Source: an optimization exercise on an open RTL-to-GDS flow (aim: small area and a short achievable clock period). Production flows keep margins and buffers that such runs may drop.
RTL that was checked went through simulation tests only; none was proved equivalent to the original.
No activity file was given, so power comes from the tool's default toggle rates.

==> wip/harbor: inputs <==
Design user_logic, start of the top module:
module user_logic
(
  Bus2IP_Clk,
  Bus2IP_Reset,
  Bus2IP_Data,
  Bus2IP_BE,
  Bus2IP_RdCE,
  Bus2IP_WrCE,
  IP2Bus_Data,
  IP2Bus_RdAck,
  IP2Bus_WrAck,
  IP2Bus_Error
);
==> flow/config.mk <==
export PLATFORM = sky130hd
export DESIGN_NAME = user_logic
export DESIGN_NICKNAME = user_logic
export VERILOG_FILES = /design/flow/design.v
export SDC_FILE = /design/flow/constraint.sdc
export NUM_CORES = 4
export LEC_CHECK = 0
export ABC_AREA = 1
export CAP_MARGIN = 20
export CORE_MARGIN = 2
export CORE_UTILIZATION = 40
export CTS_BUF_LIST = sky130_fd_sc_hd__clkbuf_4 sky130_fd_sc_hd__clkbuf_8
export SETUP_SLACK_MARGIN = 4.3
export SLEW_MARGIN = 20
export SYNTH_HIERARCHICAL = 1
export SYNTH_MINIMUM_KEEP_SIZE = 0
export TNS_END_PERCENT = 5
==> flow/constraint.sdc <==
create_clock -name core_clock -period 8.5 [get_ports {Bus2IP_Clk}]
set_input_delay 1.7000 -clock core_clock [delete_from_list [all_inputs] [get_ports {Bus2IP_Clk}]]
set_output_delay 1.7000 -clock core_clock [all_outputs]
set_load 0.01 [all_outputs]
standard.sh (not shown) runs the stock make flow with config.mk's settings and CLKGATE_MAP_FILE= SYNTH_SCRIPT=/design/flow/synth_recipe.tcl, a recipe that flattens the netlist after the stock synthesis.
==> flow/flow/run.sh <==
#!/bin/bash
# The standard layout, with every input and output port buffered by
# sky130_fd_sc_hd__buf_2 (buffer_ports' -buffer_cell) instead of the cell
# buffer_ports picks by itself, and the buffers ABC put in at synthesis
# removed at floorplan (REMOVE_ABC_BUFFERS) so repair_design re-buffers only
# where needed. Everything else is the standard flow.
set -euo pipefail
bash standard.sh "BUFFER_PORTS_ARGS=-buffer_cell sky130_fd_sc_hd__buf_2" REMOVE_ABC_BUFFERS=1 finish > standard.log 2>&1
==> inputs of wip/violet, as changes to wip/harbor <==
--- a/flow/design.v
+++ b/flow/design.v
@@ -1066,108 +1066,108 @@
   wire adP1_0 = adp1 & adp0;
   wire adg2_0 = adg2_2 | (adp2 & adg1_0);
   wire adP2_0 = adp2 & adP1_0;
   wire adg3_0 = adg3_3 | (adp3 & adg2_0);
   wire adP3_0 = adp3 & adP2_0;
-  wire adg4_0 = adg4_4 | (adp4 & adg3_0);
-  wire adP4_0 = adp4 & adP3_0;
-  wire adg5_0 = adg5_5 | (adp5 & adg4_0);
-  wire adP5_0 = adp5 & adP4_0;
-  wire adg6_0 = adg6_6 | (adp6 & adg5_0);
-  wire adP6_0 = adp6 & adP5_0;
-  wire adg7_0 = adg7_7 | (adp7 & adg6_0);
-  wire adP7_0 = adp7 & adP6_0;
+  wire adg5_4 = adg5_5 | (adp5 & adg4_4);
+  wire adP5_4 = adp5 & adp4;
+  wire adg6_4 = adg6_6 | (adp6 & adg5_4);
+  wire adP6_4 = adp6 & adP5_4;
+  wire adg7_4 = adg7_7 | (adp7 & adg6_4);
+  wire adP7_4 = adp7 & adP6_4;
   wire adg9_8 = adg9_9 | (adp9 & adg8_8);
   wire adP9_8 = adp9 & adp8;
   wire adg10_8 = adg10_10 | (adp10 & adg9_8);
   wire adP10_8 = adp10 & adP9_8;
   wire adg11_8 = adg11_11 | (adp11 & adg10_8);
   wire adP11_8 = adp11 & adP10_8;
-  wire adg12_8 = adg12_12 | (adp12 & adg11_8);
-  wire adP12_8 = adp12 & adP11_8;
-  wire adg13_8 = adg13_13 | (adp13 & adg12_8);
-  wire adP13_8 = adp13 & adP12_8;
-  wire adg14_8 = adg14_14 | (adp14 & adg13_8);
-  wire adP14_8 = adp14 & adP13_8;
-  wire adg15_8 = adg15_15 | (adp15 & adg14_8);
-  wire adP15_8 = adp15 & adP14_8;
+  wire adg13_12 = adg13_13 | (adp13 & adg12_12);
+  wire adP13_12 = adp13 & adp12;
+  wire adg14_12 = adg14_14 | (adp14 & adg13_12);
+  wire adP14_12 = adp14 & adP13_12;
+  wire adg15_12 = adg15_15 | (adp15 & adg14_12);
+  wire adP15_12 = adp15 & adP14_12;
   wire adg17_16 = adg17_17 | (adp17 & adg16_16);
   wire adP17_16 = adp17 & adp16;
   wire adg18_16 = adg18_18 | (adp18 & adg17_16);
   wire adP18_16 = adp18 & adP17_16;
   wire adg19_16 = adg19_19 | (adp19 & adg18_16);
   wire adP19_16 = adp19 & adP18_16;
-  wire adg20_16 = adg20_20 | (adp20 & adg19_16);
-  wire adP20_16 = adp20 & adP19_16;
-  wire adg21_16 = adg21_21 | (adp21 & adg20_16);
-  wire adP21_16 = adp21 & adP20_16;
-  wire adg22_16 = adg22_22 | (adp22 & adg21_16);
-  wire adP22_16 = adp22 & adP21_16;
-  wire adg23_16 = adg23_23 | (adp23 & adg22_16);
-  wire adP23_16 = adp23 & adP22_16;
+  wire adg21_20 = adg21_21 | (adp21 & adg20_20);
+  wire adP21_20 = adp21 & adp20;
+  wire adg22_20 = adg22_22 | (adp22 & adg21_20);
+  wire adP22_20 = adp22 & adP21_20;
+  wire adg23_20 = adg23_23 | (adp23 & adg22_20);
+  wire adP23_20 = adp23 & adP22_20;
   wire adg25_24 = adg25_25 | (adp25 & adg24_24);
   wire adP25_24 = adp25 & adp24;
   wire adg26_24 = adg26_26 | (adp26 & adg25_24);
   wire adP26_24 = adp26 & adP25_24;
   wire adg27_24 = adg27_27 | (adp27 & adg26_24);
   wire adP27_24 = adp27 & adP26_24;
-  wire adg28_24 = adg28_28 | (adp28 & adg27_24);
-  wire adP28_24 = adp28 & adP27_24;
-  wire adg29_24 = adg29_29 | (adp29 & adg28_24);
-  wire adP29_24 = adp29 & adP28_24;
-  wire adg30_24 = adg30_30 | (adp30 & adg29_24);
-  wire adP30_24 = adp30 & adP29_24;
-  wire adg31_24 = adg31_31 | (adp31 & adg30_24);
-  wire adP31_24 = adp31 & adP30_24;
-  wire adg15_0 = adg15_8 | (adP15_8 & adg7_0);
-  wire adP15_0 = adP15_8 & adP7_0;
-  wire adg23_0 = adg23_16 | (adP23_16 & adg15_0);
-  wire adP23_0 = adP23_16 & adP15_0;
-  wire adg31_0 = adg31_24 | (adP31_24 & adg23_0);
-  wire adP31_0 = adP31_24 & adP23_0;
+  wire adg29_28 = adg29_29 | (adp29 & adg28_28);
+  wire adP29_28 = adp29 & adp28;
+  wire adg30_28 = adg30_30 | (adp30 & adg29_28);
+  wire adP30_28 = adp30 & adP29_28;
+  wire adg31_28 = adg31_31 | (adp31 & adg30_28);
+  wire adP31_28 = adp31 & adP30_28;
+  wire adg7_0 = adg7_4 | (adP7_4 & adg3_0);
+  wire adP7_0 = adP7_4 & adP3_0;
+  wire adg11_0 = adg11_8 | (adP11_8 & adg7_0);
+  wire adP11_0 = adP11_8 & adP7_0;
+  wire adg15_0 = adg15_12 | (adP15_12 & adg11_0);
+  wire adP15_0 = adP15_12 & adP11_0;
+  wire adg19_0 = adg19_16 | (adP19_16 & adg15_0);
+  wire adP19_0 = adP19_16 & adP15_0;
+  wire adg23_0 = adg23_20 | (adP23_20 & adg19_0);
+  wire adP23_0 = adP23_20 & adP19_0;
+  wire adg27_0 = adg27_24 | (adP27_24 & adg23_0);
+  wire adP27_0 = adP27_24 & adP23_0;
+  wire adg31_0 = adg31_28 | (adP31_28 & adg27_0);
+  wire adP31_0 = adP31_28 & adP27_0;
+  wire adg4_0 = adg4_4 | (adp4 & adg3_0);
+  wire adP4_0 = adp4 & adP3_0;
+  wire adg5_0 = adg5_4 | (adP5_4 & adg3_0);
+  wire adP5_0 = adP5_4 & adP3_0;
+  wire adg6_0 = adg6_4 | (adP6_4 & adg3_0);
+  wire adP6_0 = adP6_4 & adP3_0;
   wire adg8_0 = adg8_8 | (adp8 & adg7_0);
   wire adP8_0 = adp8 & adP7_0;
   wire adg9_0 = adg9_8 | (adP9_8 & adg7_0);
   wire adP9_0 = adP9_8 & adP7_0;
   wire adg10_0 = adg10_8 | (adP10_8 & adg7_0);
   wire adP10_0 = adP10_8 & adP7_0;
-  wire adg11_0 = adg11_8 | (adP11_8 & adg7_0);
-  wire adP11_0 = adP11_8 & adP7_0;
-  wire adg12_0 = adg12_8 | (adP12_8 & adg7_0);
-  wire adP12_0 = adP12_8 & adP7_0;
-  wire adg13_0 = adg13_8 | (adP13_8 & adg7_0);
-  wire adP13_0 = adP13_8 & adP7_0;
-  wire adg14_0 = adg14_8 | (adP14_8 & adg7_0);
-  wire adP14_0 = adP14_8 & adP7_0;
+  wire adg12_0 = adg12_12 | (adp12 & adg11_0);
+  wire adP12_0 = adp12 & adP11_0;
+  wire adg13_0 = adg13_12 | (adP13_12 & adg11_0);
+  wire adP13_0 = adP13_12 & adP11_0;
+  wire adg14_0 = adg14_12 | (adP14_12 & adg11_0);
+  wire adP14_0 = adP14_12 & adP11_0;
   wire adg16_0 = adg16_16 | (adp16 & adg15_0);
   wire adP16_0 = adp16 & adP15_0;
   wire adg17_0 = adg17_16 | (adP17_16 & adg15_0);
   wire adP17_0 = adP17_16 & adP15_0;
   wire adg18_0 = adg18_16 | (adP18_16 & adg15_0);
   wire adP18_0 = adP18_16 & adP15_0;
-  wire adg19_0 = adg19_16 | (adP19_16 & adg15_0);
-  wire adP19_0 = adP19_16 & adP15_0;
-  wire adg20_0 = adg20_16 | (adP20_16 & adg15_0);
-  wire adP20_0 = adP20_16 & adP15_0;
-  wire adg21_0 = adg21_16 | (adP21_16 & adg15_0);
-  wire adP21_0 = adP21_16 & adP15_0;
-  wire adg22_0 = adg22_16 | (adP22_16 & adg15_0);
-  wire adP22_0 = adP22_16 & adP15_0;
+  wire adg20_0 = adg20_20 | (adp20 & adg19_0);
+  wire adP20_0 = adp20 & adP19_0;
+  wire adg21_0 = adg21_20 | (adP21_20 & adg19_0);
+  wire adP21_0 = adP21_20 & adP19_0;
+  wire adg22_0 = adg22_20 | (adP22_20 & adg19_0);
+  wire adP22_0 = adP22_20 & adP19_0;
   wire adg24_0 = adg24_24 | (adp24 & adg23_0);
   wire adP24_0 = adp24 & adP23_0;
   wire adg25_0 = adg25_24 | (adP25_24 & adg23_0);
   wire adP25_0 = adP25_24 & adP23_0;
   wire adg26_0 = adg26_24 | (adP26_24 & adg23_0);
   wire adP26_0 = adP26_24 & adP23_0;
-  wire adg27_0 = adg27_24 | (adP27_24 & adg23_0);
-  wire adP27_0 = adP27_24 & adP23_0;
-  wire adg28_0 = adg28_24 | (adP28_24 & adg23_0);
-  wire adP28_0 = adP28_24 & adP23_0;
-  wire adg29_0 = adg29_24 | (adP29_24 & adg23_0);
-  wire adP29_0 = adP29_24 & adP23_0;
-  wire adg30_0 = adg30_24 | (adP30_24 & adg23_0);
-  wire adP30_0 = adP30_24 & adP23_0;
+  wire adg28_0 = adg28_28 | (adp28 & adg27_0);
+  wire adP28_0 = adp28 & adP27_0;
+  wire adg29_0 = adg29_28 | (adP29_28 & adg27_0);
+  wire adP29_0 = adP29_28 & adP27_0;
+  wire adg30_0 = adg30_28 | (adP30_28 & adg27_0);
+  wire adP30_0 = adP30_28 & adP27_0;
   wire [31:0] psum = {(adp31 ^ adg30_0), (adp30 ^ adg29_0), (adp29 ^ adg28_0), (adp28 ^ adg27_0), (adp27 ^ adg26_0), (adp26 ^ adg25_0), (adp25 ^ adg24_0), (adp24 ^ adg23_0), (adp23 ^ adg22_0), (adp22 ^ adg21_0), (adp21 ^ adg20_0), (adp20 ^ adg19_0), (adp19 ^ adg18_0), (adp18 ^ adg17_0), (adp17 ^ adg16_0), (adp16 ^ adg15_0), (adp15 ^ adg14_0), (adp14 ^ adg13_0), (adp13 ^ adg12_0), (adp12 ^ adg11_0), (adp11 ^ adg10_0), (adp10 ^ adg9_0), (adp9 ^ adg8_0), (adp8 ^ adg7_0), (adp7 ^ adg6_0), (adp6 ^ adg5_0), (adp5 ^ adg4_0), (adp4 ^ adg3_0), (adp3 ^ adg2_0), (adp2 ^ adg1_0), (adp1 ^ adg0_0), (adp0)};
   wire [31:0] pnext = psum;
   reg r2z;
   always @(posedge Bus2IP_Clk) r2z <= Bus2IP_Reset | rst_d;
   always @(posedge Bus2IP_Clk) begin
- SETUP_SLACK_MARGIN: 4.3 -> 4.4
==> notes <==
Sequential power: wip/harbor is larger than wip/violet (about 1%).
Routed wire length: wip/harbor is larger than wip/violet (8.0%).
Between wip/harbor and wip/violet, the lower clock power is in wip/violet (gap 11%, measured against wip/violet).
wip/harbor passed the timing, design-rule and antenna checks. wip/violet passed the timing, design-rule and antenna checks.
Against wip/harbor, the sequential share of layout area of wip/violet is higher by 0.90 points.
Flip-flop and latch count is the same in wip/harbor and wip/violet.
Between wip/violet and wip/harbor, the lower power is in wip/violet (gap 6.4%, measured against wip/harbor).
Against wip/violet, the worst hold slack of wip/harbor is lower by 0.0019 ns.
Non-clock buffer count: wip/harbor is higher than wip/violet (24).
==> figures <==
Outcome: wip/violet timing/DRC/antenna clean; wip/harbor timing/DRC/antenna clean
Iter 0 DRT Violations: wip/violet 1,575; wip/harbor 1,255
Part of the power in combinational logic: wip/violet 27.3%; wip/harbor 28.5%
Area share of and/or/nand/nor cells after synthesis: wip/violet 10.74%; wip/harbor 10.68%
Area of the core region: wip/violet 38,470 sq um; wip/harbor 39,730 sq um
End point of the worst hold path: wip/violet slv_reg2[30]; wip/harbor slv_reg2[24]
Post-CTS Resized: wip/violet 53; wip/harbor 28
Comb_multi_in: wip/violet 1,240; wip/harbor 1,239
Average size of a mapped cell: wip/violet 9.459 sq um; wip/harbor 9.833 sq um
Peak ir drop on the vdd network: wip/violet 79.17 uV; wip/harbor 75.67 uV
Half-perimeter wire length after detailed placement: wip/violet 32,940 um; wip/harbor 33,370 um
Die Footprint: wip/violet 40,370 sq um; wip/harbor 41,810 sq um
Fraction of post-synthesis cell area in the top cell type by area: wip/violet 30.20%; wip/harbor 29.01%
Vertical die dimension: wip/violet 200.9 um; wip/harbor 204.5 um
Synth Area in XOR/XNOR: wip/violet 14.96%; wip/harbor 14.27%
Via count of the first global-routing pass: wip/violet 12,570; wip/harbor 12,590
Number of buffers inserted by post-CTS setup repair: wip/violet 9; wip/harbor 3
Only the layout flow was run in wip/harbor; the RTL was not checked for function there.

==> separate check: timing with driven ports <==
How much do the figures lean on ideal ports? The routed layouts below were timed once more, with nothing changed but the port constraints.
Step 1 assumes that a clkbuf_16 drives the clock port and a buf_2 every other input.
Step 2 adds t to the input delays and takes it off the output delays; t is the mean of the earliest and latest rising clock arrival at the registers after step 1. Input paths then give back, and output paths get back, about the clock's delay inside the block.
a / b / c = ideal / step 1 / step 2; a / b = the first two.
| run | t, ns | slack for setup (ns) | worst slew at a driven data input, ns | pins driven straight from the clock port |
|---|---|---|---|---|
| wip/harbor | 0.561 | 4.274 / 4.048 / 4.048 | 0.30 | 1 |
| wip/violet | 0.542 | 4.192 / 4.116 / 4.116 | 0.08 | 1 |
After both steps setup and hold are still met in every run listed. The setup slack of wip/harbor, which loses most, moves by -0.226 ns with the drivers and by -0.226 ns with both steps.
